Context: an optimization exercise on an open-source flow, tuned for small area, a short achievable clock period and few clock cycles per item. The choices shown serve that exercise and are no tape-out recipe.
At most, simulation tests tie the RTL to the original design; equivalence was not proved.
No functional check of the RTL was part of run 3.
Power and IR drop assume default switching activity.

[flow/flow/run.sh]
#!/bin/bash
# Own layout flow: the standard ORFS flow (standard.sh, unchanged synthesis)
# with these changes to the layout steps:
#  - port buffers are plain sky130 buffers (buf_4) instead of the cell
#    buffer_ports picks by itself;
#  - extra ORFS make settings: MATCH_CELL_FOOTPRINT=0 RECOVER_POWER=100
# The full make output goes to standard.log in the work folder; ORFS's per-step
# logs stay under orfs/logs/.
set -euo pipefail
export BUFFER_PORTS_ARGS="-buffer_cell sky130_fd_sc_hd__buf_4"
if ! bash standard.sh MATCH_CELL_FOOTPRINT=0 RECOVER_POWER=100 finish > standard.log 2>&1; then
  tail -40 standard.log
  exit 1
fi
tail -5 standard.log
[flow/standard.sh]
#!/bin/bash
# synth_recipe.tcl (not shown) runs the flow's synth.tcl, then flattens the netlist and writes it again
# the make line also repeats each setting of config.mk as NAME=value (left out here)
make -C /OpenROAD-flow-scripts/flow DESIGN_CONFIG=/design/flow/config.mk WORK_HOME=/design/flow/orfs CLKGATE_MAP_FILE= SYNTH_SCRIPT=/design/flow/synth_recipe.tcl "${@:-finish}"
[flow/config.mk]
export PLATFORM = sky130hd
export DESIGN_NAME = BoothRadix4
export DESIGN_NICKNAME = BoothRadix4
export VERILOG_FILES = /design/flow/design.v
export SDC_FILE = /design/flow/constraint.sdc
export NUM_CORES = 4
export LEC_CHECK = 0
export ABC_AREA = 1
export CAP_MARGIN = 20
export CORE_MARGIN = 2
export CORE_UTILIZATION = 40
export PLACE_DENSITY = 0.6
export SLEW_MARGIN = 20
[flow/constraint.sdc]
create_clock -name core_clock -period 3.5 [get_ports {clk}]
set_input_delay 0.7000 -clock core_clock [delete_from_list [all_inputs] [get_ports {clk}]]
set_output_delay 0.7000 -clock core_clock [all_outputs]
set_load 0.01 [all_outputs]
[flow/design.v]
`timescale 1ns / 100 ps
module BoothRadix4 #(parameter N = 18)
(
    output wire [2*N-1:0] product,
    output wire           done,
    input wire [N-1:0]    mplier,
    input wire [N-1:0]    mcand,
    input wire            n_reset,
    input wire            start,
    input wire            clk
);
assign done = start & n_reset;
wire [N+1:0] b = {mplier, 1'b0};    
wire [N:0] x = {mcand[N-1], mcand};   
wire [8:0] one, two, neg;
genvar gi;
generate for (gi = 0; gi < 9; gi = gi + 1) begin : enc
    assign one[gi] = b[2*gi+1] ^ b[2*gi];
    assign two[gi] = (b[2*gi+2] & ~b[2*gi+1] & ~b[2*gi]) | (~b[2*gi+2] & b[2*gi+1] & b[2*gi]);
    assign neg[gi] = b[2*gi+2];
end endgenerate
wire [18:0] pp0 = (({19{one[0]}} & x) | ({19{two[0]}} & {x[17:0], 1'b0})) ^ {19{neg[0]}};
wire [18:0] pp1 = (({19{one[1]}} & x) | ({19{two[1]}} & {x[17:0], 1'b0})) ^ {19{neg[1]}};
wire [18:0] pp2 = (({19{one[2]}} & x) | ({19{two[2]}} & {x[17:0], 1'b0})) ^ {19{neg[2]}};
wire [18:0] pp3 = (({19{one[3]}} & x) | ({19{two[3]}} & {x[17:0], 1'b0})) ^ {19{neg[3]}};
wire [18:0] pp4 = (({19{one[4]}} & x) | ({19{two[4]}} & {x[17:0], 1'b0})) ^ {19{neg[4]}};
wire [18:0] pp5 = (({19{one[5]}} & x) | ({19{two[5]}} & {x[17:0], 1'b0})) ^ {19{neg[5]}};
wire [18:0] pp6 = (({19{one[6]}} & x) | ({19{two[6]}} & {x[17:0], 1'b0})) ^ {19{neg[6]}};
wire [18:0] pp7 = (({19{one[7]}} & x) | ({19{two[7]}} & {x[17:0], 1'b0})) ^ {19{neg[7]}};
wire [18:0] pp8 = (({19{one[8]}} & x) | ({19{two[8]}} & {x[17:0], 1'b0})) ^ {19{neg[8]}};
wire h0_s = neg[1] ^ pp0[2];
wire h0_c = neg[1] & pp0[2];
wire h1_s = pp0[3] ^ pp1[1];
wire h1_c = pp0[3] & pp1[1];
wire f0_s = neg[2] ^ pp0[4] ^ pp1[2];
wire f0_c = (neg[2] & pp0[4]) | (neg[2] & pp1[2]) | (pp0[4] & pp1[2]);
wire h2_s = pp2[0] ^ h1_c;
wire h2_c = pp2[0] & h1_c;
wire f1_s = pp0[5] ^ pp1[3] ^ pp2[1];
wire f1_c = (pp0[5] & pp1[3]) | (pp0[5] & pp2[1]) | (pp1[3] & pp2[1]);
wire h3_s = f0_c ^ f1_s;
wire h3_c = f0_c & f1_s;
wire f2_s = neg[3] ^ pp0[6] ^ pp1[4];
wire f2_c = (neg[3] & pp0[6]) | (neg[3] & pp1[4]) | (pp0[6] & pp1[4]);
wire f3_s = pp2[2] ^ pp3[0] ^ f1_c;
wire f3_c = (pp2[2] & pp3[0]) | (pp2[2] & f1_c) | (pp3[0] & f1_c);
wire h4_s = f2_s ^ h3_c;
wire h4_c = f2_s & h3_c;
wire f4_s = pp0[7] ^ pp1[5] ^ pp2[3];
wire f4_c = (pp0[7] & pp1[5]) | (pp0[7] & pp2[3]) | (pp1[5] & pp2[3]);
wire f5_s = pp3[1] ^ f2_c ^ f4_s;
wire f5_c = (pp3[1] & f2_c) | (pp3[1] & f4_s) | (f2_c & f4_s);
wire h5_s = f3_c ^ f5_s;
wire h5_c = f3_c & f5_s;
wire f6_s = neg[4] ^ pp0[8] ^ pp1[6];
wire f6_c = (neg[4] & pp0[8]) | (neg[4] & pp1[6]) | (pp0[8] & pp1[6]);
wire f7_s = pp2[4] ^ pp3[2] ^ pp4[0];
wire f7_c = (pp2[4] & pp3[2]) | (pp2[4] & pp4[0]) | (pp3[2] & pp4[0]);
wire f8_s = f4_c ^ f6_s ^ f7_s;
wire f8_c = (f4_c & f6_s) | (f4_c & f7_s) | (f6_s & f7_s);
wire h6_s = f5_c ^ f8_s;
wire h6_c = f5_c & f8_s;
wire f9_s = pp0[9] ^ pp1[7] ^ pp2[5];
wire f9_c = (pp0[9] & pp1[7]) | (pp0[9] & pp2[5]) | (pp1[7] & pp2[5]);
wire f10_s = pp3[3] ^ pp4[1] ^ f6_c;
wire f10_c = (pp3[3] & pp4[1]) | (pp3[3] & f6_c) | (pp4[1] & f6_c);
wire f11_s = f7_c ^ f9_s ^ f10_s;
wire f11_c = (f7_c & f9_s) | (f7_c & f10_s) | (f9_s & f10_s);
wire h7_s = f8_c ^ f11_s;
wire h7_c = f8_c & f11_s;
wire f12_s = neg[5] ^ pp0[10] ^ pp1[8];
wire f12_c = (neg[5] & pp0[10]) | (neg[5] & pp1[8]) | (pp0[10] & pp1[8]);
wire f13_s = pp2[6] ^ pp3[4] ^ pp4[2];
wire f13_c = (pp2[6] & pp3[4]) | (pp2[6] & pp4[2]) | (pp3[4] & pp4[2]);
wire f14_s = pp5[0] ^ f9_c ^ f12_s;
wire f14_c = (pp5[0] & f9_c) | (pp5[0] & f12_s) | (f9_c & f12_s);
wire f15_s = f13_s ^ f10_c ^ f14_s;
wire f15_c = (f13_s & f10_c) | (f13_s & f14_s) | (f10_c & f14_s);
wire h8_s = f11_c ^ f15_s;
wire h8_c = f11_c & f15_s;
wire f16_s = pp0[11] ^ pp1[9] ^ pp2[7];
wire f16_c = (pp0[11] & pp1[9]) | (pp0[11] & pp2[7]) | (pp1[9] & pp2[7]);
wire f17_s = pp3[5] ^ pp4[3] ^ pp5[1];
wire f17_c = (pp3[5] & pp4[3]) | (pp3[5] & pp5[1]) | (pp4[3] & pp5[1]);
wire f18_s = f12_c ^ f13_c ^ f16_s;
wire f18_c = (f12_c & f13_c) | (f12_c & f16_s) | (f13_c & f16_s);
wire f19_s = f17_s ^ f14_c ^ f18_s;
wire f19_c = (f17_s & f14_c) | (f17_s & f18_s) | (f14_c & f18_s);
wire h9_s = f15_c ^ f19_s;
wire h9_c = f15_c & f19_s;
wire f20_s = neg[6] ^ pp0[12] ^ pp1[10];
wire f20_c = (neg[6] & pp0[12]) | (neg[6] & pp1[10]) | (pp0[12] & pp1[10]);
wire f21_s = pp2[8] ^ pp3[6] ^ pp4[4];
wire f21_c = (pp2[8] & pp3[6]) | (pp2[8] & pp4[4]) | (pp3[6] & pp4[4]);
wire f22_s = pp5[2] ^ pp6[0] ^ f16_c;
wire f22_c = (pp5[2] & pp6[0]) | (pp5[2] & f16_c) | (pp6[0] & f16_c);
wire f23_s = f17_c ^ f20_s ^ f21_s;
wire f23_c = (f17_c & f20_s) | (f17_c & f21_s) | (f20_s & f21_s);
wire f24_s = f22_s ^ f18_c ^ f23_s;
wire f24_c = (f22_s & f18_c) | (f22_s & f23_s) | (f18_c & f23_s);
wire f25_s = pp0[13] ^ pp1[11] ^ pp2[9];
wire f25_c = (pp0[13] & pp1[11]) | (pp0[13] & pp2[9]) | (pp1[11] & pp2[9]);
wire f26_s = pp3[7] ^ pp4[5] ^ pp5[3];
wire f26_c = (pp3[7] & pp4[5]) | (pp3[7] & pp5[3]) | (pp4[5] & pp5[3]);
wire f27_s = pp6[1] ^ f20_c ^ f21_c;
wire f27_c = (pp6[1] & f20_c) | (pp6[1] & f21_c) | (f20_c & f21_c);
wire f28_s = f25_s ^ f26_s ^ f22_c;
wire f28_c = (f25_s & f26_s) | (f25_s & f22_c) | (f26_s & f22_c);
wire h10_s = f23_c ^ f27_s;
wire h10_c = f23_c & f27_s;
wire f29_s = neg[7] ^ pp0[14] ^ pp1[12];
wire f29_c = (neg[7] & pp0[14]) | (neg[7] & pp1[12]) | (pp0[14] & pp1[12]);
wire f30_s = pp2[10] ^ pp3[8] ^ pp4[6];
wire f30_c = (pp2[10] & pp3[8]) | (pp2[10] & pp4[6]) | (pp3[8] & pp4[6]);
wire f31_s = pp5[4] ^ pp6[2] ^ pp7[0];
wire f31_c = (pp5[4] & pp6[2]) | (pp5[4] & pp7[0]) | (pp6[2] & pp7[0]);
wire f32_s = f25_c ^ f26_c ^ f29_s;
wire f32_c = (f25_c & f26_c) | (f25_c & f29_s) | (f26_c & f29_s);
wire f33_s = f30_s ^ f31_s ^ f27_c;
wire f33_c = (f30_s & f31_s) | (f30_s & f27_c) | (f31_s & f27_c);
wire h11_s = f32_s ^ f28_c;
wire h11_c = f32_s & f28_c;
wire f34_s = pp0[15] ^ pp1[13] ^ pp2[11];
wire f34_c = (pp0[15] & pp1[13]) | (pp0[15] & pp2[11]) | (pp1[13] & pp2[11]);
wire f35_s = pp3[9] ^ pp4[7] ^ pp5[5];
wire f35_c = (pp3[9] & pp4[7]) | (pp3[9] & pp5[5]) | (pp4[7] & pp5[5]);
wire f36_s = pp6[3] ^ pp7[1] ^ f29_c;
wire f36_c = (pp6[3] & pp7[1]) | (pp6[3] & f29_c) | (pp7[1] & f29_c);
wire f37_s = f30_c ^ f31_c ^ f34_s;
wire f37_c = (f30_c & f31_c) | (f30_c & f34_s) | (f31_c & f34_s);
wire f38_s = f35_s ^ f36_s ^ f32_c;
wire f38_c = (f35_s & f36_s) | (f35_s & f32_c) | (f36_s & f32_c);
wire h12_s = f37_s ^ f33_c;
wire h12_c = f37_s & f33_c;
wire f39_s = neg[8] ^ pp0[16] ^ pp1[14];
wire f39_c = (neg[8] & pp0[16]) | (neg[8] & pp1[14]) | (pp0[16] & pp1[14]);
wire f40_s = pp2[12] ^ pp3[10] ^ pp4[8];
wire f40_c = (pp2[12] & pp3[10]) | (pp2[12] & pp4[8]) | (pp3[10] & pp4[8]);
wire f41_s = pp5[6] ^ pp6[4] ^ pp7[2];
wire f41_c = (pp5[6] & pp6[4]) | (pp5[6] & pp7[2]) | (pp6[4] & pp7[2]);
wire f42_s = pp8[0] ^ f34_c ^ f35_c;
wire f42_c = (pp8[0] & f34_c) | (pp8[0] & f35_c) | (f34_c & f35_c);
wire f43_s = f39_s ^ f40_s ^ f41_s;
wire f43_c = (f39_s & f40_s) | (f39_s & f41_s) | (f40_s & f41_s);
wire f44_s = f36_c ^ f37_c ^ f42_s;
wire f44_c = (f36_c & f37_c) | (f36_c & f42_s) | (f37_c & f42_s);
wire h13_s = f43_s ^ f38_c;
wire h13_c = f43_s & f38_c;
wire f45_s = pp0[17] ^ pp1[15] ^ pp2[13];
wire f45_c = (pp0[17] & pp1[15]) | (pp0[17] & pp2[13]) | (pp1[15] & pp2[13]);
wire f46_s = pp3[11] ^ pp4[9] ^ pp5[7];
wire f46_c = (pp3[11] & pp4[9]) | (pp3[11] & pp5[7]) | (pp4[9] & pp5[7]);
wire f47_s = pp6[5] ^ pp7[3] ^ pp8[1];
wire f47_c = (pp6[5] & pp7[3]) | (pp6[5] & pp8[1]) | (pp7[3] & pp8[1]);
wire f48_s = f39_c ^ f40_c ^ f41_c;
wire f48_c = (f39_c & f40_c) | (f39_c & f41_c) | (f40_c & f41_c);
wire f49_s = f45_s ^ f46_s ^ f47_s;
wire f49_c = (f45_s & f46_s) | (f45_s & f47_s) | (f46_s & f47_s);
wire f50_s = f42_c ^ f43_c ^ f48_s;
wire f50_c = (f42_c & f43_c) | (f42_c & f48_s) | (f43_c & f48_s);
wire h14_s = f49_s ^ f44_c;
wire h14_c = f49_s & f44_c;
wire f51_s = 1'b1 ^ pp1[16] ^ pp2[14];
wire f51_c = (1'b1 & pp1[16]) | (1'b1 & pp2[14]) | (pp1[16] & pp2[14]);
wire f52_s = pp3[12] ^ pp4[10] ^ pp5[8];
wire f52_c = (pp3[12] & pp4[10]) | (pp3[12] & pp5[8]) | (pp4[10] & pp5[8]);
wire f53_s = pp6[6] ^ pp7[4] ^ pp8[2];
wire f53_c = (pp6[6] & pp7[4]) | (pp6[6] & pp8[2]) | (pp7[4] & pp8[2]);
wire f54_s = ~pp0[18] ^ f45_c ^ f46_c;
wire f54_c = (~pp0[18] & f45_c) | (~pp0[18] & f46_c) | (f45_c & f46_c);
wire f55_s = f47_c ^ f51_s ^ f52_s;
wire f55_c = (f47_c & f51_s) | (f47_c & f52_s) | (f51_s & f52_s);
wire f56_s = f53_s ^ f48_c ^ f49_c;
wire f56_c = (f53_s & f48_c) | (f53_s & f49_c) | (f48_c & f49_c);
wire f57_s = f54_s ^ f55_s ^ f50_c;
wire f57_c = (f54_s & f55_s) | (f54_s & f50_c) | (f55_s & f50_c);
wire f58_s = 1'b1 ^ pp1[17] ^ pp2[15];
wire f58_c = (1'b1 & pp1[17]) | (1'b1 & pp2[15]) | (pp1[17] & pp2[15]);
wire f59_s = pp3[13] ^ pp4[11] ^ pp5[9];
wire f59_c = (pp3[13] & pp4[11]) | (pp3[13] & pp5[9]) | (pp4[11] & pp5[9]);
wire f60_s = pp6[7] ^ pp7[5] ^ pp8[3];
wire f60_c = (pp6[7] & pp7[5]) | (pp6[7] & pp8[3]) | (pp7[5] & pp8[3]);
wire f61_s = f51_c ^ f52_c ^ f53_c;
wire f61_c = (f51_c & f52_c) | (f51_c & f53_c) | (f52_c & f53_c);
wire f62_s = f58_s ^ f59_s ^ f60_s;
wire f62_c = (f58_s & f59_s) | (f58_s & f60_s) | (f59_s & f60_s);
wire f63_s = f54_c ^ f55_c ^ f61_s;
wire f63_c = (f54_c & f55_c) | (f54_c & f61_s) | (f55_c & f61_s);
wire h15_s = f62_s ^ f56_c;
wire h15_c = f62_s & f56_c;
wire f64_s = pp2[16] ^ pp3[14] ^ pp4[12];
wire f64_c = (pp2[16] & pp3[14]) | (pp2[16] & pp4[12]) | (pp3[14] & pp4[12]);
wire f65_s = pp5[10] ^ pp6[8] ^ pp7[6];
wire f65_c = (pp5[10] & pp6[8]) | (pp5[10] & pp7[6]) | (pp6[8] & pp7[6]);
wire f66_s = pp8[4] ^ ~pp1[18] ^ f58_c;
wire f66_c = (pp8[4] & ~pp1[18]) | (pp8[4] & f58_c) | (~pp1[18] & f58_c);
wire f67_s = f59_c ^ f60_c ^ f64_s;
wire f67_c = (f59_c & f60_c) | (f59_c & f64_s) | (f60_c & f64_s);
wire f68_s = f65_s ^ f66_s ^ f61_c;
wire f68_c = (f65_s & f66_s) | (f65_s & f61_c) | (f66_s & f61_c);
wire f69_s = f62_c ^ f67_s ^ f68_s;
wire f69_c = (f62_c & f67_s) | (f62_c & f68_s) | (f67_s & f68_s);
wire f70_s = 1'b1 ^ pp2[17] ^ pp3[15];
wire f70_c = (1'b1 & pp2[17]) | (1'b1 & pp3[15]) | (pp2[17] & pp3[15]);
wire f71_s = pp4[13] ^ pp5[11] ^ pp6[9];
wire f71_c = (pp4[13] & pp5[11]) | (pp4[13] & pp6[9]) | (pp5[11] & pp6[9]);
wire f72_s = pp7[7] ^ pp8[5] ^ f64_c;
wire f72_c = (pp7[7] & pp8[5]) | (pp7[7] & f64_c) | (pp8[5] & f64_c);
wire f73_s = f65_c ^ f70_s ^ f71_s;
wire f73_c = (f65_c & f70_s) | (f65_c & f71_s) | (f70_s & f71_s);
wire f74_s = f66_c ^ f72_s ^ f67_c;
wire f74_c = (f66_c & f72_s) | (f66_c & f67_c) | (f72_s & f67_c);
wire h16_s = f73_s ^ f68_c;
wire h16_c = f73_s & f68_c;
wire f75_s = pp3[16] ^ pp4[14] ^ pp5[12];
wire f75_c = (pp3[16] & pp4[14]) | (pp3[16] & pp5[12]) | (pp4[14] & pp5[12]);
wire f76_s = pp6[10] ^ pp7[8] ^ pp8[6];
wire f76_c = (pp6[10] & pp7[8]) | (pp6[10] & pp8[6]) | (pp7[8] & pp8[6]);
wire f77_s = ~pp2[18] ^ f70_c ^ f71_c;
wire f77_c = (~pp2[18] & f70_c) | (~pp2[18] & f71_c) | (f70_c & f71_c);
wire f78_s = f75_s ^ f76_s ^ f72_c;
wire f78_c = (f75_s & f76_s) | (f75_s & f72_c) | (f76_s & f72_c);
wire f79_s = f73_c ^ f77_s ^ f78_s;
wire f79_c = (f73_c & f77_s) | (f73_c & f78_s) | (f77_s & f78_s);
wire f80_s = 1'b1 ^ pp3[17] ^ pp4[15];
wire f80_c = (1'b1 & pp3[17]) | (1'b1 & pp4[15]) | (pp3[17] & pp4[15]);
wire f81_s = pp5[13] ^ pp6[11] ^ pp7[9];
wire f81_c = (pp5[13] & pp6[11]) | (pp5[13] & pp7[9]) | (pp6[11] & pp7[9]);
wire f82_s = pp8[7] ^ f75_c ^ f76_c;
wire f82_c = (pp8[7] & f75_c) | (pp8[7] & f76_c) | (f75_c & f76_c);
wire f83_s = f80_s ^ f81_s ^ f77_c;
wire f83_c = (f80_s & f81_s) | (f80_s & f77_c) | (f81_s & f77_c);
wire h17_s = f82_s ^ f78_c;
wire h17_c = f82_s & f78_c;
wire f84_s = pp4[16] ^ pp5[14] ^ pp6[12];
wire f84_c = (pp4[16] & pp5[14]) | (pp4[16] & pp6[12]) | (pp5[14] & pp6[12]);
wire f85_s = pp7[10] ^ pp8[8] ^ ~pp3[18];
wire f85_c = (pp7[10] & pp8[8]) | (pp7[10] & ~pp3[18]) | (pp8[8] & ~pp3[18]);
wire f86_s = f80_c ^ f81_c ^ f84_s;
wire f86_c = (f80_c & f81_c) | (f80_c & f84_s) | (f81_c & f84_s);
wire f87_s = f85_s ^ f82_c ^ f86_s;
wire f87_c = (f85_s & f82_c) | (f85_s & f86_s) | (f82_c & f86_s);
wire f88_s = 1'b1 ^ pp4[17] ^ pp5[15];
wire f88_c = (1'b1 & pp4[17]) | (1'b1 & pp5[15]) | (pp4[17] & pp5[15]);
wire f89_s = pp6[13] ^ pp7[11] ^ pp8[9];
wire f89_c = (pp6[13] & pp7[11]) | (pp6[13] & pp8[9]) | (pp7[11] & pp8[9]);
wire f90_s = f84_c ^ f85_c ^ f88_s;
wire f90_c = (f84_c & f85_c) | (f84_c & f88_s) | (f85_c & f88_s);
wire h18_s = f89_s ^ f86_c;
wire h18_c = f89_s & f86_c;
wire f91_s = pp5[16] ^ pp6[14] ^ pp7[12];
wire f91_c = (pp5[16] & pp6[14]) | (pp5[16] & pp7[12]) | (pp6[14] & pp7[12]);
wire f92_s = pp8[10] ^ ~pp4[18] ^ f88_c;
wire f92_c = (pp8[10] & ~pp4[18]) | (pp8[10] & f88_c) | (~pp4[18] & f88_c);
wire f93_s = f89_c ^ f91_s ^ f92_s;
wire f93_c = (f89_c & f91_s) | (f89_c & f92_s) | (f91_s & f92_s);
wire f94_s = 1'b1 ^ pp5[17] ^ pp6[15];
wire f94_c = (1'b1 & pp5[17]) | (1'b1 & pp6[15]) | (pp5[17] & pp6[15]);
wire f95_s = pp7[13] ^ pp8[11] ^ f91_c;
wire f95_c = (pp7[13] & pp8[11]) | (pp7[13] & f91_c) | (pp8[11] & f91_c);
wire f96_s = f94_s ^ f92_c ^ f95_s;
wire f96_c = (f94_s & f92_c) | (f94_s & f95_s) | (f92_c & f95_s);
wire f97_s = pp6[16] ^ pp7[14] ^ pp8[12];
wire f97_c = (pp6[16] & pp7[14]) | (pp6[16] & pp8[12]) | (pp7[14] & pp8[12]);
wire f98_s = ~pp5[18] ^ f94_c ^ f97_s;
wire f98_c = (~pp5[18] & f94_c) | (~pp5[18] & f97_s) | (f94_c & f97_s);
wire h19_s = f95_c ^ f98_s;
wire h19_c = f95_c & f98_s;
wire f99_s = 1'b1 ^ pp6[17] ^ pp7[15];
wire f99_c = (1'b1 & pp6[17]) | (1'b1 & pp7[15]) | (pp6[17] & pp7[15]);
wire f100_s = pp8[13] ^ f97_c ^ f99_s;
wire f100_c = (pp8[13] & f97_c) | (pp8[13] & f99_s) | (f97_c & f99_s);
wire h20_s = f98_c ^ f100_s;
wire h20_c = f98_c & f100_s;
wire f101_s = pp7[16] ^ pp8[14] ^ ~pp6[18];
wire f101_c = (pp7[16] & pp8[14]) | (pp7[16] & ~pp6[18]) | (pp8[14] & ~pp6[18]);
wire f102_s = f99_c ^ f101_s ^ f100_c;
wire f102_c = (f99_c & f101_s) | (f99_c & f100_c) | (f101_s & f100_c);
wire f103_s = 1'b1 ^ pp7[17] ^ pp8[15];
wire f103_c = (1'b1 & pp7[17]) | (1'b1 & pp8[15]) | (pp7[17] & pp8[15]);
wire h21_s = f101_c ^ f103_s;
wire h21_c = f101_c & f103_s;
wire f104_s = pp8[16] ^ ~pp7[18] ^ f103_c;
wire f104_c = (pp8[16] & ~pp7[18]) | (pp8[16] & f103_c) | (~pp7[18] & f103_c);
wire f105_s = 1'b1 ^ pp8[17] ^ f104_c;
wire f105_c = (1'b1 & pp8[17]) | (1'b1 & f104_c) | (pp8[17] & f104_c);
reg r0_0;
reg r0_1;
reg r1_0;
reg r2_0;
reg r2_1;
reg r3_0;
reg r3_1;
reg r4_0;
reg r4_1;
reg r5_0;
reg r5_1;
reg r6_0;
reg r6_1;
reg r7_0;
reg r7_1;
reg r8_0;
reg r8_1;
reg r9_0;
reg r9_1;
reg r10_0;
reg r10_1;
reg r11_0;
reg r11_1;
reg r12_0;
reg r12_1;
reg r12_2;
reg r13_0;
reg r13_1;
reg r13_2;
reg r14_0;
reg r14_1;
reg r14_2;
reg r15_0;
reg r15_1;
reg r15_2;
reg r16_0;
reg r16_1;
reg r16_2;
reg r17_0;
reg r17_1;
reg r17_2;
reg r18_0;
reg r18_1;
reg r18_2;
reg r19_0;
reg r19_1;
reg r19_2;
reg r20_0;
reg r20_1;
reg r20_2;
reg r21_0;
reg r21_1;
reg r21_2;
reg r22_0;
reg r22_1;
reg r22_2;
reg r23_0;
reg r23_1;
reg r23_2;
reg r24_0;
reg r24_1;
reg r24_2;
reg r25_0;
reg r25_1;
reg r25_2;
reg r26_0;
reg r26_1;
reg r26_2;
reg r27_0;
reg r27_1;
reg r28_0;
reg r28_1;
reg r29_0;
reg r29_1;
reg r30_0;
reg r30_1;
reg r31_0;
reg r31_1;
reg r32_0;
reg r32_1;
reg r33_0;
reg r34_0;
reg r34_1;
always @(posedge clk) begin
    if (done) begin
        r0_0 <= neg[0];
        r0_1 <= pp0[0];
        r1_0 <= pp0[1];
        r2_0 <= pp1[0];
        r2_1 <= h0_s;
        r3_0 <= h0_c;
        r3_1 <= h1_s;
        r4_0 <= f0_s;
        r4_1 <= h2_s;
        r5_0 <= h2_c;
        r5_1 <= h3_s;
        r6_0 <= f3_s;
        r6_1 <= h4_s;
        r7_0 <= h4_c;
        r7_1 <= h5_s;
        r8_0 <= h5_c;
        r8_1 <= h6_s;
        r9_0 <= h6_c;
        r9_1 <= h7_s;
        r10_0 <= h7_c;
        r10_1 <= h8_s;
        r11_0 <= h8_c;
        r11_1 <= h9_s;
        r12_0 <= f19_c;
        r12_1 <= f24_s;
        r12_2 <= h9_c;
        r13_0 <= f28_s;
        r13_1 <= h10_s;
        r13_2 <= f24_c;
        r14_0 <= h10_c;
        r14_1 <= f33_s;
        r14_2 <= h11_s;
        r15_0 <= f38_s;
        r15_1 <= h11_c;
        r15_2 <= h12_s;
        r16_0 <= f44_s;
        r16_1 <= h12_c;
        r16_2 <= h13_s;
        r17_0 <= f50_s;
        r17_1 <= h13_c;
        r17_2 <= h14_s;
        r18_0 <= f56_s;
        r18_1 <= h14_c;
        r18_2 <= f57_s;
        r19_0 <= f63_s;
        r19_1 <= h15_s;
        r19_2 <= f57_c;
        r20_0 <= f63_c;
        r20_1 <= h15_c;
        r20_2 <= f69_s;
        r21_0 <= f74_s;
        r21_1 <= h16_s;
        r21_2 <= f69_c;
        r22_0 <= f74_c;
        r22_1 <= h16_c;
        r22_2 <= f79_s;
        r23_0 <= f83_s;
        r23_1 <= h17_s;
        r23_2 <= f79_c;
        r24_0 <= f83_c;
        r24_1 <= f87_s;
        r24_2 <= h17_c;
        r25_0 <= f90_s;
        r25_1 <= h18_s;
        r25_2 <= f87_c;
        r26_0 <= f90_c;
        r26_1 <= h18_c;
        r26_2 <= f93_s;
        r27_0 <= f93_c;
        r27_1 <= f96_s;
        r28_0 <= f96_c;
        r28_1 <= h19_s;
        r29_0 <= h19_c;
        r29_1 <= h20_s;
        r30_0 <= h20_c;
        r30_1 <= f102_s;
        r31_0 <= h21_s;
        r31_1 <= f102_c;
        r32_0 <= h21_c;
        r32_1 <= f104_s;
        r33_0 <= f105_s;
        r34_0 <= ~pp8[18];
        r34_1 <= f105_c;
    end
end
wire oh22_s = r12_0 ^ r12_1;
wire oh22_c = r12_0 & r12_1;
wire of106_s = r13_0 ^ r13_1 ^ r13_2;
wire of106_c = (r13_0 & r13_1) | (r13_0 & r13_2) | (r13_1 & r13_2);
wire of107_s = r14_0 ^ r14_1 ^ r14_2;
wire of107_c = (r14_0 & r14_1) | (r14_0 & r14_2) | (r14_1 & r14_2);
wire of108_s = r15_0 ^ r15_1 ^ r15_2;
wire of108_c = (r15_0 & r15_1) | (r15_0 & r15_2) | (r15_1 & r15_2);
wire of109_s = r16_0 ^ r16_1 ^ r16_2;
wire of109_c = (r16_0 & r16_1) | (r16_0 & r16_2) | (r16_1 & r16_2);
wire of110_s = r17_0 ^ r17_1 ^ r17_2;
wire of110_c = (r17_0 & r17_1) | (r17_0 & r17_2) | (r17_1 & r17_2);
wire of111_s = r18_0 ^ r18_1 ^ r18_2;
wire of111_c = (r18_0 & r18_1) | (r18_0 & r18_2) | (r18_1 & r18_2);
wire of112_s = r19_0 ^ r19_1 ^ r19_2;
wire of112_c = (r19_0 & r19_1) | (r19_0 & r19_2) | (r19_1 & r19_2);
wire of113_s = r20_0 ^ r20_1 ^ r20_2;
wire of113_c = (r20_0 & r20_1) | (r20_0 & r20_2) | (r20_1 & r20_2);
wire of114_s = r21_0 ^ r21_1 ^ r21_2;
wire of114_c = (r21_0 & r21_1) | (r21_0 & r21_2) | (r21_1 & r21_2);
wire of115_s = r22_0 ^ r22_1 ^ r22_2;
wire of115_c = (r22_0 & r22_1) | (r22_0 & r22_2) | (r22_1 & r22_2);
wire of116_s = r23_0 ^ r23_1 ^ r23_2;
wire of116_c = (r23_0 & r23_1) | (r23_0 & r23_2) | (r23_1 & r23_2);
wire of117_s = r24_0 ^ r24_1 ^ r24_2;
wire of117_c = (r24_0 & r24_1) | (r24_0 & r24_2) | (r24_1 & r24_2);
wire of118_s = r25_0 ^ r25_1 ^ r25_2;
wire of118_c = (r25_0 & r25_1) | (r25_0 & r25_2) | (r25_1 & r25_2);
wire of119_s = r26_0 ^ r26_1 ^ r26_2;
wire of119_c = (r26_0 & r26_1) | (r26_0 & r26_2) | (r26_1 & r26_2);
wire oh23_s = r27_0 ^ r27_1;
wire oh23_c = r27_0 & r27_1;
wire oh24_s = r28_0 ^ r28_1;
wire oh24_c = r28_0 & r28_1;
wire oh25_s = r29_0 ^ r29_1;
wire oh25_c = r29_0 & r29_1;
wire oh26_s = r30_0 ^ r30_1;
wire oh26_c = r30_0 & r30_1;
wire oh27_s = r31_0 ^ r31_1;
wire oh27_c = r31_0 & r31_1;
wire oh28_s = r32_0 ^ r32_1;
wire oh28_c = r32_0 & r32_1;
wire [35:0] sum_a = {1'b1, r34_0, r33_0, oh27_c, oh26_c, oh25_c, oh24_c, oh23_c, oh23_s, of118_c, of117_c, of116_c, of115_c, of114_c, of113_c, of112_c, of111_c, of110_c, of109_c, of108_c, of107_c, of106_c, oh22_c, r12_2, r11_0, r10_0, r9_0, r8_0, r7_0, r6_0, r5_0, r4_0, r3_0, r2_0, r1_0, r0_0};
wire [35:0] sum_b = {1'b0, r34_1, oh28_c, oh28_s, oh27_s, oh26_s, oh25_s, oh24_s, of119_c, of119_s, of118_s, of117_s, of116_s, of115_s, of114_s, of113_s, of112_s, of111_s, of110_s, of109_s, of108_s, of107_s, of106_s, oh22_s, r11_1, r10_1, r9_1, r8_1, r7_1, r6_1, r5_1, r4_1, r3_1, r2_1, 1'b0, r0_1};
assign product = sum_a + sum_b;
endmodule
==> impl_metrics.tcl, run 1 <==
set metrics [dict create \
    outcome "complete, no violations" \
    vias_per_cell 5.109 \
    tightest_slew_ps 582.0 \
    drive_gt1_share_pct 19.20 \
    cts_tree "built" \
    die_h_microns 171.1 \
    timing.final.ws_setup_ps 139.1 \
    yosys_most_used_dff "edfxtp_1" \
    path_delay_family "adder cells" \
    cap_violations 0 \
    vias 9335 \
    ys_seq_area_share_pct 22.32 \
    crit_fanout 5 \
    gr-total-overflow 0 \
    drt-initial-drc-count 660 \
    slew_headroom_pct 60.79 \
    peakVddDrop_mv 0.4961 \
    dieArea_sq_um 29270 \
    crit_type "flip-flop to output port" \
    syn_area_sq_um 11170 \
    period_share_pct 96.03 \
    synthCells 1286 \
    slowest_delay_ps 550 \
    grt_pass1_wl_microns 52400 \
    power_uw 11530 \
    finalHoldViolations 0 \
    cts_hold_buf 0 \
    io_pins 76 \
    place_ws_ps -185.5 \
    synth-seq-cells 83 \
    critical_path_required_ps 2800 \
    final_antenna_net_count 0 \
    final_cell_mix "204 x nand2_1, 195 x inv_1, 177 x xor2_1" \
    startpoint "r22_0" \
    clock-sinks 83 \
    cts_root_buffer "clkbuf_16" \
    grt_antenna_before_repair 1 \
    start_kind "flip-flop" \
    final-setup-viol-count 0 \
    rows 61 \
    firstDrtPassIters 5 \
    crit_arrival_ps 2660 \
    syn_to_final_growth_pct 20.92 \
    cp_num_buf_inv 2 \
    nFillCells 2756 \
    clockBufferDepth 2 \
    fin_nets 1666 \
    slew_viol_final 0 \
    endpoint "product[31]" \
    wl_microns 32860 \
    core_sq_um 27630 \
    grt_start_max_net_pins 85 \
    cp.depth 11 \
    grt_pass1_vias 9450 \
    path_cells "fa_1, ha_2, a21oi_2, o21ai_0, inv_1, nand2_1, a21oi_1, nand2_1, nand2_1, nand2_1, buf_4" \
    gp_congestion 0.9296 \
    min_period_ps 3361 \
    path_common_cell "nand2_1" \
    end_kind "output port" \
    final_common_cell "nand2_1" \
    yosys_warnings 1 \
    async_flop_share_pct 0 \
    cp_slowest_cell "fa_1" \
    synth_cell_types 34 \
    hold_start "mcand[0]" \
    leakagePower_uw 0.006203 \
    path_clk_slew_ps 70 \
    timing.fmax_mhz 297.5 \
    worstHoldPathType "primary input to flip-flop" \
    start_util_pct 40.42 \
    place_hpwl_microns 27270 \
    grt.total_usage_pct 23.10 \
    chipWidth_microns 171.1 \
    syn_avg_cell_area_sq_um 8.683 \
    synth_nets 1509 \
    cts_made_buffers 9 \
    power_density_nw_per_um2 853.9 \
    h-tree-depth 3 \
    drc 0 \
    synth_enable_flop_cells 83 \
    avgRoutedWirePerCell_microns 17.99 \
    portBuffers 75 \
]
==> tightest hold or removal path, cell delays in order <==
cell and delay (ps):
buf_4 90, nand2_1 50, xor2_1 120
==> worst min-delay path by stage <==
stage	end	slack, ps	depth (start not counted)
after floorplan	r0_0	800	0
after global placement	r0_1	1080	3
after detailed placement	r0_1	1090	3
after CTS	r0_1	740	3
after global routing	r0_1	770	3
final	r0_1	750	3
==> power breakdown <==
group	internal, uW	total [uW]	switching (uW)
Clock	627	1010	381
Combinational	3560	8730	5170
Sequential	1650	1800	146
Total	5830	11500	5700
==> final cells by class <==
type                    count  area (sq um)  area share (%)
clock inverters             6         88.84          0.6579
inverters                 223         854.6           6.329
multi-input cells         925          7787           57.67
well taps                 378         473.0           3.503
diodes                      1         2.502         0.01853
repair buffers            201          1575           11.67
clock buffers              10         229.0           1.696
flip-flops and latches     83          2492           18.46
==> kinds of logic (layout without fill, tap and decap cells) <==
group / count (synthesis) / after routing / synth area share, %
AO/OA/AOI/OAI: 239 / 239 / 13.52
AND/OR/NAND/NOR: 324 / 324 / 11.59
XOR/XNOR: 178 / 178 / 13.96
flip-flops: 83 / 83 / 22.32
other: 0 / 1 / 0
adder cells (fa/ha/maj): 184 / 184 / 28.08
buffers and inverters: 278 / 440 / 10.53
==> Yosys cell counts, types with 19 or more instances <==
cell / n / area share [%]
inv_1: 197 / 6.6
nand2_1: 217 / 7.3
xor2_1: 177 / 14
buf_2: 25 / 1.1
nor2_1: 60 / 2.0
clkinv_1: 19 / 0.64
o21ai_0: 24 / 1.1
fa_1: 111 / 20
nand3_1: 29 / 1.3
ha_1: 73 / 8.2
o22ai_1: 142 / 8.0
a21oi_1: 44 / 2.0
edfxtp_1: 83 / 22
==> per-stage QoR <==
step / instances / cell area [sq um] / setup TNS [ps] / util [%] / hold WS (ps)
after floorplan: 1286 / 11340 / -6.289 / - / 798.9
after global placement: 1809 / 13110 / -1104 / 47.46 / 1082
after detailed placement: 1809 / 13110 / -1838 / 47.46 / 1090
after CTS: 1825 / 13430 / 0 / 48.61 / 740.6
after global routing: 1827 / 13500 / -22.49 / 48.87 / 770.0
final: 1827 / 13500 / 0 / 48.87 / 749.1
==> metal layers <==
layer	up-vias	GRT usage, %	wire length, microns
met3	48	3.539	2217
met5	-	0	0
met2	340	36.71	14800
met4	0	7.443	940
met1	4416	32.35	14900
li1	4531	-	-
==> what timing repair did <==
action | CTS | global route
setup endpoints to repair | 0 | 19
setup buffers | 0 | 1
gates resized for setup | 0 | 60
Testbench counts, summed over its fixed seeds: cycles 2,408, items 2,400.
==> inputs of run 2 (changes only) <==
==> flow/flow/run.sh (replaced) <==
#!/bin/bash
# Own layout flow: the ORFS flow through standard.sh, with these changes:
#  - synthesis: synth_recipe.tcl with -noabc added to its synth calls, so Yosys's quick
#    ABC pass does not remap the adder logic before extract_fa (all else as standard);
#  - port buffers are plain sky130 buffers (buf_4) instead of the cell
#    buffer_ports picks by itself;
#  - extra ORFS make settings for the layout steps: MATCH_CELL_FOOTPRINT=0 RECOVER_POWER=100
# The full make output goes to standard.log in the work folder; ORFS's per-step
# logs stay under orfs/logs/.
set -euo pipefail
SYNTH=""
sed "1s/-nofsm -noshare /-nofsm -noshare -noabc /" synth_recipe.tcl > own_synth.tcl
SYNTH="SYNTH_SCRIPT=$PWD/own_synth.tcl"
export BUFFER_PORTS_ARGS="-buffer_cell sky130_fd_sc_hd__buf_4"
if ! bash standard.sh $SYNTH MATCH_CELL_FOOTPRINT=0 RECOVER_POWER=100 finish > standard.log 2>&1; then
  tail -40 standard.log
  exit 1
fi
tail -5 standard.log
==> run 2 against run 1 <==
  * Largest power group unchanged
  * Setup slack worse by 79 ps
  * First-iteration DRC count down 6.1%
  * Non-clock buffer count down 17
  * Cell area up 2.5%
  * Largest cell class unchanged
  * Critical path depth down 1
  * Cell count down 3.6%
==> impl_metrics.tcl, run 2 <==
set metrics [dict create \
    cp_slowest_cell "fa_1" \
    nFillCells 2749 \
    final-setup-viol-count 0 \
    wl_microns 30980 \
    crit_fanout 7 \
    slew_headroom_pct 17.44 \
    synth_enable_flop_cells 83 \
    synth_top_family_by_area "adder cells" \
    critical_path_required_ps 3560 \
    synth_fa_ha_area_share_pct 26.87 \
    async_flop_share_pct 0 \
    yosys_most_used_dff "edfxtp_1" \
    fin_nets 1595 \
    die_h_microns 174.8 \
    syn_to_final_growth_pct 18.65 \
    worstHoldPathCells 3 \
    grt_start_max_net_pins 37 \
    place_hpwl_microns 25690 \
    grt_pass1_wl_microns 49390 \
    yosys_warnings 1 \
    synthCells 1231 \
    path_common_cell "fa_1" \
    outcome "complete, no violations" \
    drt-initial-drc-count 620 \
    grt_antenna_before_repair 0 \
    avgRoutedWirePerCell_microns 17.59 \
    synth_cell_types 37 \
    synth-seq-cells 83 \
    syn_avg_cell_area_sq_um 9.479 \
    drc 0 \
    synth_compound_area_share_pct 16.96 \
    grt_pass1_vias 9193 \
    slew_viol_final 0 \
    place_inst 1743 \
    cp.depth 10 \
    drive_gt1_share_pct 23.89 \
    firstDrtPassIters 5 \
    crit_type "primary input to flip-flop" \
    vias 9116 \
    rsz0062_at_grt "true" \
    portBuffers 75 \
    final_antenna_net_count 0 \
    peakVddDrop_mv 0.5002 \
    rows 62 \
    crit_arrival_ps 3500 \
    tightest_slew_ps 1238 \
    path_cells "clkbuf_2, inv_6, nor2_1, o21ai_4, o22ai_1, xor2_1, fa_1, fa_2, fa_1, fa_1" \
    ys_seq_area_share_pct 21.36 \
    diodes 0 \
    clock-sinks 83 \
    io_pins 76 \
    cp_num_buf_inv 2 \
    cts_made_buffers 9 \
    holdWs_ps 883.2 \
    timing.fmax_mhz 290.7 \
    cap_violations 0 \
    path_delay_family "adder cells" \
    power_density_nw_per_um2 859.2 \
    clockBufferDepth 2 \
    synth.area.top_cells "edfxtp_1 21%, fa_1 19%, xor2_1 13%, o22ai_2 8.6%, ha_1 7.8%" \
    cts_hold_buf 0 \
    dieArea_sq_um 30550 \
    min_period_ps 3440 \
    start_util_pct 40.65 \
    start_kind "primary input" \
    leakagePower_uw 0.006016 \
    path_clk_slew_ps 60 \
    vias_per_cell 5.177 \
    fin_util_pct 48.23 \
    final_cell_mix "201 x nand2_1, 176 x xor2_1, 136 x inv_1" \
    core_sq_um 28700 \
    cts_root_buffer "clkbuf_16" \
    gr-total-overflow 0 \
    syn_area_sq_um 11670 \
    cts_tree "built" \
    period_share_pct 98.28 \
    finalHoldViolations 0 \
    worstHoldPathType "primary input to flip-flop" \
    h-tree-depth 3 \
    yosys.area_share.simple_pct 11.49 \
    gp_congestion 0.9310 \
    final_common_cell "nand2_1" \
    synth_top_area_share_pct 21.36 \
    yosysMostFrequentCell "nand2_1" \
    chipWidth_microns 174.8 \
    seqCellArea_sq_um 2492 \
    grt.total_usage_pct 20.29 \
    synth_common_cells "204 x nand2_1, 176 x xor2_1, 136 x inv_1" \
    end_kind "flip-flop" \
    synth_area_leader_cell "edfxtp_1" \
    synth_nets 1454 \
    multi_input_area_sq_um 8404 \
    layoutNonFillerInstCount 1761 \
    synthMuxAreaShare_pct 0 \
    synthXorXnorAreaFrac_pct 14.98 \
    slowest_delay_ps 560 \
]
-- run 2: cell count changes after synthesis, moves of 11 or more --
cell and change:
inv_1 -61, o22ai_1 -70, nor2_1 +11, nand2_1 -13, o22ai_2 +70
-- run 2: report_power, final --
part / total, uW / switching (uW) / internal (uW) / leakage (uW)
Clock: 948 / 391 / 557 / 0.000140
Sequential: 1830 / 152 / 1680 / 0.000768
Combinational: 9120 / 5320 / 3800 / 0.00511
Total: 11900 / 5860 / 6030 / 0.00602
-- run 2: logic make-up (layout without fill, tap and decap cells) --
group,count (synthesis),after routing
AO/OA/AOI/OAI,235,235
adder cells (fa/ha/maj),184,184
XOR/XNOR,185,185
AND/OR/NAND/NOR,327,327
buffers and inverters,217,363
flip-flops,83,83
-- run 2: per-layer routing --
layer	GRT usage, %	vias to the layer above	share of wire [%]
li1	-	4398	-
met1	29.55	4375	47
met2	32.11	305	45
met3	1.871	38	5.9
met4	6.076	0	2.1
met5	0	-	0
-- run 2: area by class of cell --
cell class,count,share of cell area [%]
multi-input cells,931,60.71
flip-flops and latches,83,18.00
repair buffers,184,10.87
inverters,163,4.781
well taps,384,3.470
clock buffers,9,1.627
clock inverters,7,0.5423
-- run 2: metrics by stage --
step / total power [uW] / cell area (sq um) / worst slack (ps) / setup TNS (ps)
2_1_floorplan: 7335 / 11810 / -27.38 / -52.99
3_3_place_gp: 10380 / 13490 / -154.1 / -1320
3_5_place_dp: 10560 / 13490 / -212.6 / -1979
4_1_cts: 11700 / 13840 / 5.031 / 0
5_1_grt: 13120 / 13840 / -76.15 / -367.7
6_report: 11900 / 13840 / 60.24 / 0
-- run 2: path summary, 6_finish.rpt --
kind / from / endpoint / slack (ps)
hold / removal: mcand[0] / r0_1 / 880
setup / recovery: mplier[9] / r22_2 / 60
-- run 2: timing repair --
item / CTS / global route
buffers inserted: 0 / 2
endpoints found under the hold margin: 0 / 0
gates resized for setup: 6 / 40
pin swaps: 0 / 5
endpoints found under the setup margin: 1 / 15
==> inputs of run 3 (changes only) <==
--- a/flow/design.v
+++ b/flow/design.v
@@ -499,4 +499,183 @@
 wire [35:0] sum_a = {1'b1, r34_0, r33_0, oh27_c, oh26_c, oh25_c, oh24_c, oh23_c, oh23_s, of118_c, of117_c, of116_c, of115_c, of114_c, of113_c, of112_c, of111_c, of110_c, of109_c, of108_c, of107_c, of106_c, oh22_c, r12_2, r11_0, r10_0, r9_0, r8_0, r7_0, r6_0, r5_0, r4_0, r3_0, r2_0, r1_0, r0_0};
 wire [35:0] sum_b = {1'b0, r34_1, oh28_c, oh28_s, oh27_s, oh26_s, oh25_s, oh24_s, of119_c, of119_s, of118_s, of117_s, of116_s, of115_s, of114_s, of113_s, of112_s, of111_s, of110_s, of109_s, of108_s, of107_s, of106_s, oh22_s, r11_1, r10_1, r9_1, r8_1, r7_1, r6_1, r5_1, r4_1, r3_1, r2_1, 1'b0, r0_1};
-assign product = sum_a + sum_b;
+wire [35:0] g0 = sum_a & sum_b;
+wire [35:0] p0 = sum_a ^ sum_b;
+wire gg0 = g0[1] | (p0[1] & g0[0]);
+wire pp_0 = p0[1] & p0[0];
+wire gg1 = g0[3] | (p0[3] & g0[2]);
+wire pp_1 = p0[3] & p0[2];
+wire gg2 = g0[5] | (p0[5] & g0[4]);
+wire pp_2 = p0[5] & p0[4];
+wire gg3 = g0[7] | (p0[7] & g0[6]);
+wire pp_3 = p0[7] & p0[6];
+wire gg4 = g0[9] | (p0[9] & g0[8]);
+wire pp_4 = p0[9] & p0[8];
+wire gg5 = g0[11] | (p0[11] & g0[10]);
+wire pp_5 = p0[11] & p0[10];
+wire gg6 = g0[13] | (p0[13] & g0[12]);
+wire pp_6 = p0[13] & p0[12];
+wire gg7 = g0[15] | (p0[15] & g0[14]);
+wire pp_7 = p0[15] & p0[14];
+wire gg8 = g0[17] | (p0[17] & g0[16]);
+wire pp_8 = p0[17] & p0[16];
+wire gg9 = g0[19] | (p0[19] & g0[18]);
+wire pp_9 = p0[19] & p0[18];
+wire gg10 = g0[21] | (p0[21] & g0[20]);
+wire pp_10 = p0[21] & p0[20];
+wire gg11 = g0[23] | (p0[23] & g0[22]);
+wire pp_11 = p0[23] & p0[22];
+wire gg12 = g0[25] | (p0[25] & g0[24]);
+wire pp_12 = p0[25] & p0[24];
+wire gg13 = g0[27] | (p0[27] & g0[26]);
+wire pp_13 = p0[27] & p0[26];
+wire gg14 = g0[29] | (p0[29] & g0[28]);
+wire pp_14 = p0[29] & p0[28];
+wire gg15 = g0[31] | (p0[31] & g0[30]);
+wire pp_15 = p0[31] & p0[30];
+wire gg16 = g0[33] | (p0[33] & g0[32]);
+wire pp_16 = p0[33] & p0[32];
+wire gg17 = g0[35] | (p0[35] & g0[34]);
+wire pp_17 = p0[35] & p0[34];
+wire gg18 = g0[2] | (p0[2] & gg0);
+wire pp_18 = p0[2] & pp_0;
+wire gg19 = gg1 | (pp_1 & gg0);
+wire pp_19 = pp_1 & pp_0;
+wire gg20 = g0[6] | (p0[6] & gg2);
+wire pp_20 = p0[6] & pp_2;
+wire gg21 = gg3 | (pp_3 & gg2);
+wire pp_21 = pp_3 & pp_2;
+wire gg22 = g0[10] | (p0[10] & gg4);
+wire pp_22 = p0[10] & pp_4;
+wire gg23 = gg5 | (pp_5 & gg4);
+wire pp_23 = pp_5 & pp_4;
+wire gg24 = g0[14] | (p0[14] & gg6);
+wire pp_24 = p0[14] & pp_6;
+wire gg25 = gg7 | (pp_7 & gg6);
+wire pp_25 = pp_7 & pp_6;
+wire gg26 = g0[18] | (p0[18] & gg8);
+wire pp_26 = p0[18] & pp_8;
+wire gg27 = gg9 | (pp_9 & gg8);
+wire pp_27 = pp_9 & pp_8;
+wire gg28 = g0[22] | (p0[22] & gg10);
+wire pp_28 = p0[22] & pp_10;
+wire gg29 = gg11 | (pp_11 & gg10);
+wire pp_29 = pp_11 & pp_10;
+wire gg30 = g0[26] | (p0[26] & gg12);
+wire pp_30 = p0[26] & pp_12;
+wire gg31 = gg13 | (pp_13 & gg12);
+wire pp_31 = pp_13 & pp_12;
+wire gg32 = g0[30] | (p0[30] & gg14);
+wire pp_32 = p0[30] & pp_14;
+wire gg33 = gg15 | (pp_15 & gg14);
+wire pp_33 = pp_15 & pp_14;
+wire gg34 = g0[34] | (p0[34] & gg16);
+wire pp_34 = p0[34] & pp_16;
+wire gg35 = gg17 | (pp_17 & gg16);
+wire pp_35 = pp_17 & pp_16;
+wire gg36 = g0[4] | (p0[4] & gg19);
+wire pp_36 = p0[4] & pp_19;
+wire gg37 = gg2 | (pp_2 & gg19);
+wire pp_37 = pp_2 & pp_19;
+wire gg38 = gg20 | (pp_20 & gg19);
+wire pp_38 = pp_20 & pp_19;
+wire gg39 = gg21 | (pp_21 & gg19);
+wire pp_39 = pp_21 & pp_19;
+wire gg40 = g0[12] | (p0[12] & gg23);
+wire pp_40 = p0[12] & pp_23;
+wire gg41 = gg6 | (pp_6 & gg23);
+wire pp_41 = pp_6 & pp_23;
+wire gg42 = gg24 | (pp_24 & gg23);
+wire pp_42 = pp_24 & pp_23;
+wire gg43 = gg25 | (pp_25 & gg23);
+wire pp_43 = pp_25 & pp_23;
+wire gg44 = g0[20] | (p0[20] & gg27);
+wire pp_44 = p0[20] & pp_27;
+wire gg45 = gg10 | (pp_10 & gg27);
+wire pp_45 = pp_10 & pp_27;
+wire gg46 = gg28 | (pp_28 & gg27);
+wire pp_46 = pp_28 & pp_27;
+wire gg47 = gg29 | (pp_29 & gg27);
+wire pp_47 = pp_29 & pp_27;
+wire gg48 = g0[28] | (p0[28] & gg31);
+wire pp_48 = p0[28] & pp_31;
+wire gg49 = gg14 | (pp_14 & gg31);
+wire pp_49 = pp_14 & pp_31;
+wire gg50 = gg32 | (pp_32 & gg31);
+wire pp_50 = pp_32 & pp_31;
+wire gg51 = gg33 | (pp_33 & gg31);
+wire pp_51 = pp_33 & pp_31;
+wire gg52 = g0[8] | (p0[8] & gg39);
+wire pp_52 = p0[8] & pp_39;
+wire gg53 = gg4 | (pp_4 & gg39);
+wire pp_53 = pp_4 & pp_39;
+wire gg54 = gg22 | (pp_22 & gg39);
+wire pp_54 = pp_22 & pp_39;
+wire gg55 = gg23 | (pp_23 & gg39);
+wire pp_55 = pp_23 & pp_39;
+wire gg56 = gg40 | (pp_40 & gg39);
+wire pp_56 = pp_40 & pp_39;
+wire gg57 = gg41 | (pp_41 & gg39);
+wire pp_57 = pp_41 & pp_39;
+wire gg58 = gg42 | (pp_42 & gg39);
+wire pp_58 = pp_42 & pp_39;
+wire gg59 = gg43 | (pp_43 & gg39);
+wire pp_59 = pp_43 & pp_39;
+wire gg60 = g0[24] | (p0[24] & gg47);
+wire pp_60 = p0[24] & pp_47;
+wire gg61 = gg12 | (pp_12 & gg47);
+wire pp_61 = pp_12 & pp_47;
+wire gg62 = gg30 | (pp_30 & gg47);
+wire pp_62 = pp_30 & pp_47;
+wire gg63 = gg31 | (pp_31 & gg47);
+wire pp_63 = pp_31 & pp_47;
+wire gg64 = gg48 | (pp_48 & gg47);
+wire pp_64 = pp_48 & pp_47;
+wire gg65 = gg49 | (pp_49 & gg47);
+wire pp_65 = pp_49 & pp_47;
+wire gg66 = gg50 | (pp_50 & gg47);
+wire pp_66 = pp_50 & pp_47;
+wire gg67 = gg51 | (pp_51 & gg47);
+wire pp_67 = pp_51 & pp_47;
+wire gg68 = g0[16] | (p0[16] & gg59);
+wire pp_68 = p0[16] & pp_59;
+wire gg69 = gg8 | (pp_8 & gg59);
+wire pp_69 = pp_8 & pp_59;
+wire gg70 = gg26 | (pp_26 & gg59);
+wire pp_70 = pp_26 & pp_59;
+wire gg71 = gg27 | (pp_27 & gg59);
+wire pp_71 = pp_27 & pp_59;
+wire gg72 = gg44 | (pp_44 & gg59);
+wire pp_72 = pp_44 & pp_59;
+wire gg73 = gg45 | (pp_45 & gg59);
+wire pp_73 = pp_45 & pp_59;
+wire gg74 = gg46 | (pp_46 & gg59);
+wire pp_74 = pp_46 & pp_59;
+wire gg75 = gg47 | (pp_47 & gg59);
+wire pp_75 = pp_47 & pp_59;
+wire gg76 = gg60 | (pp_60 & gg59);
+wire pp_76 = pp_60 & pp_59;
+wire gg77 = gg61 | (pp_61 & gg59);
+wire pp_77 = pp_61 & pp_59;
+wire gg78 = gg62 | (pp_62 & gg59);
+wire pp_78 = pp_62 & pp_59;
+wire gg79 = gg63 | (pp_63 & gg59);
+wire pp_79 = pp_63 & pp_59;
+wire gg80 = gg64 | (pp_64 & gg59);
+wire pp_80 = pp_64 & pp_59;
+wire gg81 = gg65 | (pp_65 & gg59);
+wire pp_81 = pp_65 & pp_59;
+wire gg82 = gg66 | (pp_66 & gg59);
+wire pp_82 = pp_66 & pp_59;
+wire gg83 = gg67 | (pp_67 & gg59);
+wire pp_83 = pp_67 & pp_59;
+wire gg84 = g0[32] | (p0[32] & gg83);
+wire pp_84 = p0[32] & pp_83;
+wire gg85 = gg16 | (pp_16 & gg83);
+wire pp_85 = pp_16 & pp_83;
+wire gg86 = gg34 | (pp_34 & gg83);
+wire pp_86 = pp_34 & pp_83;
+wire gg87 = gg35 | (pp_35 & gg83);
+wire pp_87 = pp_35 & pp_83;
+wire [35:0] cpre = {gg87, gg86, gg85, gg84, gg83, gg82, gg81, gg80, gg79, gg78, gg77, gg76, gg75, gg74, gg73, gg72, gg71, gg70, gg69, gg68, gg59, gg58, gg57, gg56, gg55, gg54, gg53, gg52, gg39, gg38, gg37, gg36, gg19, gg18, gg0, g0[0]};
+assign product = p0 ^ {cpre[34:0], 1'b0};
 endmodule
==> flow/flow/run.sh (replaced) <==
#!/bin/bash
# Own layout flow: the ORFS flow through standard.sh, with these changes:
#  - synthesis: standard synthesis (synth_recipe.tcl unchanged);
#  - port buffers are plain sky130 buffers (buf_2) instead of the cell
#    buffer_ports picks by itself;
#  - extra ORFS make settings for the layout steps: MATCH_CELL_FOOTPRINT=0 RECOVER_POWER=100 PRE_GLOBAL_ROUTE_TCL=$PWD/flow/dt.tcl
# The full make output goes to standard.log in the work folder; ORFS's per-step
# logs stay under orfs/logs/.
set -euo pipefail
SYNTH=""

export BUFFER_PORTS_ARGS="-buffer_cell sky130_fd_sc_hd__buf_2"
if ! bash standard.sh $SYNTH MATCH_CELL_FOOTPRINT=0 RECOVER_POWER=100 PRE_GLOBAL_ROUTE_TCL=$PWD/flow/dt.tcl finish > standard.log 2>&1; then
  tail -40 standard.log
  exit 1
fi
tail -5 standard.log
==> flow/flow/dt.tcl (new file) <==
# Keep the drivers of the register enable net as repaired so far: power
# recovery must not downsize them (their fanout is every register).
set dt_cells {}
foreach pin [get_pins -hierarchical */DE] {
  set net [get_nets -of_objects $pin]
  foreach drv [get_pins -of_objects $net -filter "direction == output"] {
    lappend dt_cells [get_full_name [get_cells -of_objects $drv]]
  }
}
set dt_cells [lsort -unique $dt_cells]
puts "dont_touch on enable drivers: $dt_cells"
foreach c $dt_cells { set_dont_touch [get_cells $c] }
==> run 3 against run 2 <==
  * Clock power is 16% higher
  * Cell count down 6.8%
  * Die area shrank 9.4%
  * First-iteration DRC count fell by 6.1%
  * The layout now fails its checks (negative setup slack)
  * Critical path type is now flip-flop to output port
  * Non-clock buffer count increased by 53
  * Sequential power fell by 4%
  * Largest power group unchanged
  * Cell area down 4.5%
  * Critical path depth increased by 2
  * Maximum frequency is 4.5% lower
==> impl_metrics.tcl, run 3 <==
set metrics [dict create \
    place_hpwl_microns 23190 \
    path_clk_slew_ps 70 \
    cp_num_buf_inv 1 \
    die_h_microns 166.4 \
    vias 8432 \
    io_pins 76 \
    yosysMostFrequentCell "inv_1" \
    critical_path_required_ps 2800 \
    synth_nets 1338 \
    cp.depth 12 \
    crit_type "flip-flop to output port" \
    cts_tree "built" \
    tightest_slew_ps 883.8 \
    slew_viol_final 0 \
    synth_enable_flop_cells 83 \
    gp_congestion 0.9560 \
    start_util_pct 40.58 \
    so.violations "negative setup slack" \
    worstHoldPathType "primary input to flip-flop" \
    period_share_pct 103.0 \
    slew_headroom_pct 41.08 \
    cp_slowest_cell "fa_1" \
    final_antenna_net_count 0 \
    yosys_warnings 1 \
    start_kind "flip-flop" \
    worstHoldPathCells 3 \
    cts_made_buffers 9 \
    clock-sinks 83 \
    syn_area_sq_um 10540 \
    multi_input_area_sq_um 7461 \
    slowest_delay_ps 610 \
    cap_violations 0 \
    min_period_ps 3603 \
    grt_pass1_wl_microns 47320 \
    core_sq_um 25980 \
    portBuffers 75 \
    yosys_most_used_dff "edfxtp_1" \
    clockBufferDepth 2 \
    vias_per_cell 5.138 \
    rsz0062_at_grt "true" \
    fin_nets 1530 \
    ys_seq_area_share_pct 23.64 \
    grt_antenna_before_repair 0 \
    power_density_nw_per_um2 838.5 \
    gr-total-overflow 0 \
    diodes 0 \
    avgRoutedWirePerCell_microns 17.74 \
    end_kind "output port" \
    chipWidth_microns 166.4 \
    synth_common_cells "181 x inv_1, 175 x xor2_1, 142 x o22ai_1" \
    seqCellArea_sq_um 2492 \
    timing.final.ws_setup_ps -103.3 \
    nFillCells 2462 \
    timing.fmax_mhz 277.5 \
    outcome "failed layout checks" \
    synth_area_leader_cell "edfxtp_1" \
    stdcell_area_sq_um 13230 \
    peakVddDrop_mv 0.8294 \
    synth_cell_types 31 \
    path_delay_family "adder cells" \
    firstDrtPassIters 5 \
    syn_avg_cell_area_sq_um 9.499 \
    cts_root_buffer "clkbuf_16" \
    grt.total_usage_pct 21.78 \
    placed_area_sq_um 12440 \
    rows 59 \
    hold_start "mcand[0]" \
    wl_microns 29110 \
    drive_gt1_share_pct 26.88 \
    crit_arrival_ps 2900 \
    async_flop_share_pct 0 \
    synth.area.top_cells "edfxtp_1 24%, fa_1 22%, xor2_1 15%, ha_1 8.7%, o22ai_1 8.4%" \
    grt_start_max_net_pins 57 \
    dieArea_sq_um 27670 \
    syn_to_final_growth_pct 25.45 \
    drt-initial-drc-count 582 \
    h-tree-depth 3 \
    hold_end "r0_1" \
    final_cell_mix "174 x xor2_1, 173 x inv_1, 143 x o22ai_1" \
    crit_fanout 3 \
    synth_top_area_share_pct 23.64 \
    final-setup-viol-count 19 \
    grt_pass1_vias 8596 \
    path_cells "fa_1, ha_4, nand2_4, nand2_4, nand2_2, nand2_2, a21oi_4, nand2_8, nand2_4, nand2_4, fa_2, buf_6" \
    finalHoldViolations 0 \
    holdWs_ps 737.7 \
    synth-seq-cells 83 \
    drc 0 \
    path_common_cell "nand2_4" \
    final_common_cell "xor2_1" \
    leakagePower_uw 0.006083 \
    synthCells 1110 \
]
run 3: cell types whose count changed in the layout (fill, tap and decap cells not counted), sizes merged, moves of 6 or more:
cell   before  now
a21oi      36   26
buf       153  210
inv       145  187
nand2     204  133
nand3      29   21
nor2       81   33
nor3        8    2
o21ai      38   15
run 3: layout make-up:
cell class,instances,share of cell area (%)
clock inverter,5,0.7756
sequential,83,18.84
timing repair buffer,237,13.06
tap,335,3.169
inverter,207,6.016
multi-input combinational,764,56.40
clock buffer,10,1.731
run 3: cells by family (layout without fill, tap and decap cells):
logic type,after synthesis,after routing,synth area share (%)
AO/OA/AOI/OAI,206,206,12.84
XOR/XNOR,180,180,14.95
adder cells (fa/ha/maj),189,189,30.69
buffers and inverters,263,459,10.53
flip-flops,83,83,23.64
AND/OR/NAND/NOR,189,189,7.357
run 3: report_power, final:
| group | internal, uW | switching [uW] | total [uW] | leakage (uW) |
|---|---|---|---|---|
| sequential | 1650 | 107 | 1750 | 0.000768 |
| combinational | 3710 | 4530 | 8240 | 0.00516 |
| clock | 693 | 404 | 1100 | 0.000160 |
run 3: worst min-delay path, delay by kind of cell:
kind	cells	cell delay [ps]
buffers and inverters	1	90
xor gates and xnor gates	1	120
and+or+nand+nor	1	60
run 3: how the worst max path moves through the flow:
| stage | from | to |
|---|---|---|
| floorplan | mplier[9] | r22_2 |
| global placement | mplier[5] | r22_2 |
| detailed placement | mplier[5] | r22_2 |
| CTS | r15_2 | product[32] |
| global route | r25_0 | product[32] |
| finish | r13_0 | product[32] |
run 3: metal layers:
layer,vias up,part of all wire (%),track usage [%]
met3,17,6.7,4.671
met1,4165,47,31.43
met2,221,45,34.49
li1,4029,-,-
met4,0,0.82,3.373
met5,-,0,0
run 3: what timing repair did:
| item | in CTS | in global routing |
|---|---|---|
| endpoints found under the setup margin | 22 | 30 |
| hold buffers | 0 | 0 |
| pin swaps | 24 | 20 |
| gates resized for setup | 53 | 48 |
| setup buffers | 2 | 7 |
run 3: through the flow:
step	worst slack, ps	setup TNS (ps)	utilization, %	instances	power [uW]
2_1_floorplan	-4.609	-4.609	-	1110	6260
3_3_place_gp	-384.1	-5237	47.88	1617	8438
3_5_place_dp	-416.0	-6017	47.88	1617	8590
4_1_cts	-154.6	-978.7	50.34	1634	10640
5_1_grt	-213.8	-6977	50.91	1641	12260
6_report	-103.3	-817.8	50.91	1641	11090

==> re-timing with driven ports <==
No port has a modelled driver above. Below, the same layouts with a new extraction and two added sets of constraints.
Step 1: set_driving_cell puts a clkbuf_16 on clk and a buf_2 on each other input, an assumption about the parent block.
Step 2, shift: input delay + t, output delay - t, t = (earliest + latest rising clock arrival at the registers) / 2. This alone moves slack from input paths to output paths.
Three values: ideal, step 1, step 2; two values: the first two.
| run | shift t [ns] | slack for setup (ns) | worst setup path at the end | worst slew at a driven data input, ns |
|---|---|---|---|---|
| run 1 | 0.362 | 0.139 / 0.102 / -0.212 | input to register | 0.10 |
| run 2 | 0.363 | 0.060 / 0.066 / -0.288 | input to register | 0.08 |
| run 3 | 0.395 | -0.103 / -0.151 / -0.438 | input to register | 0.04 |
Met with ideal ports but missed after step 2: setup timing in run 1 and run 2. The setup slack of run 1, which loses most, moves by -0.037 ns with the drivers and by -0.351 ns with both steps.
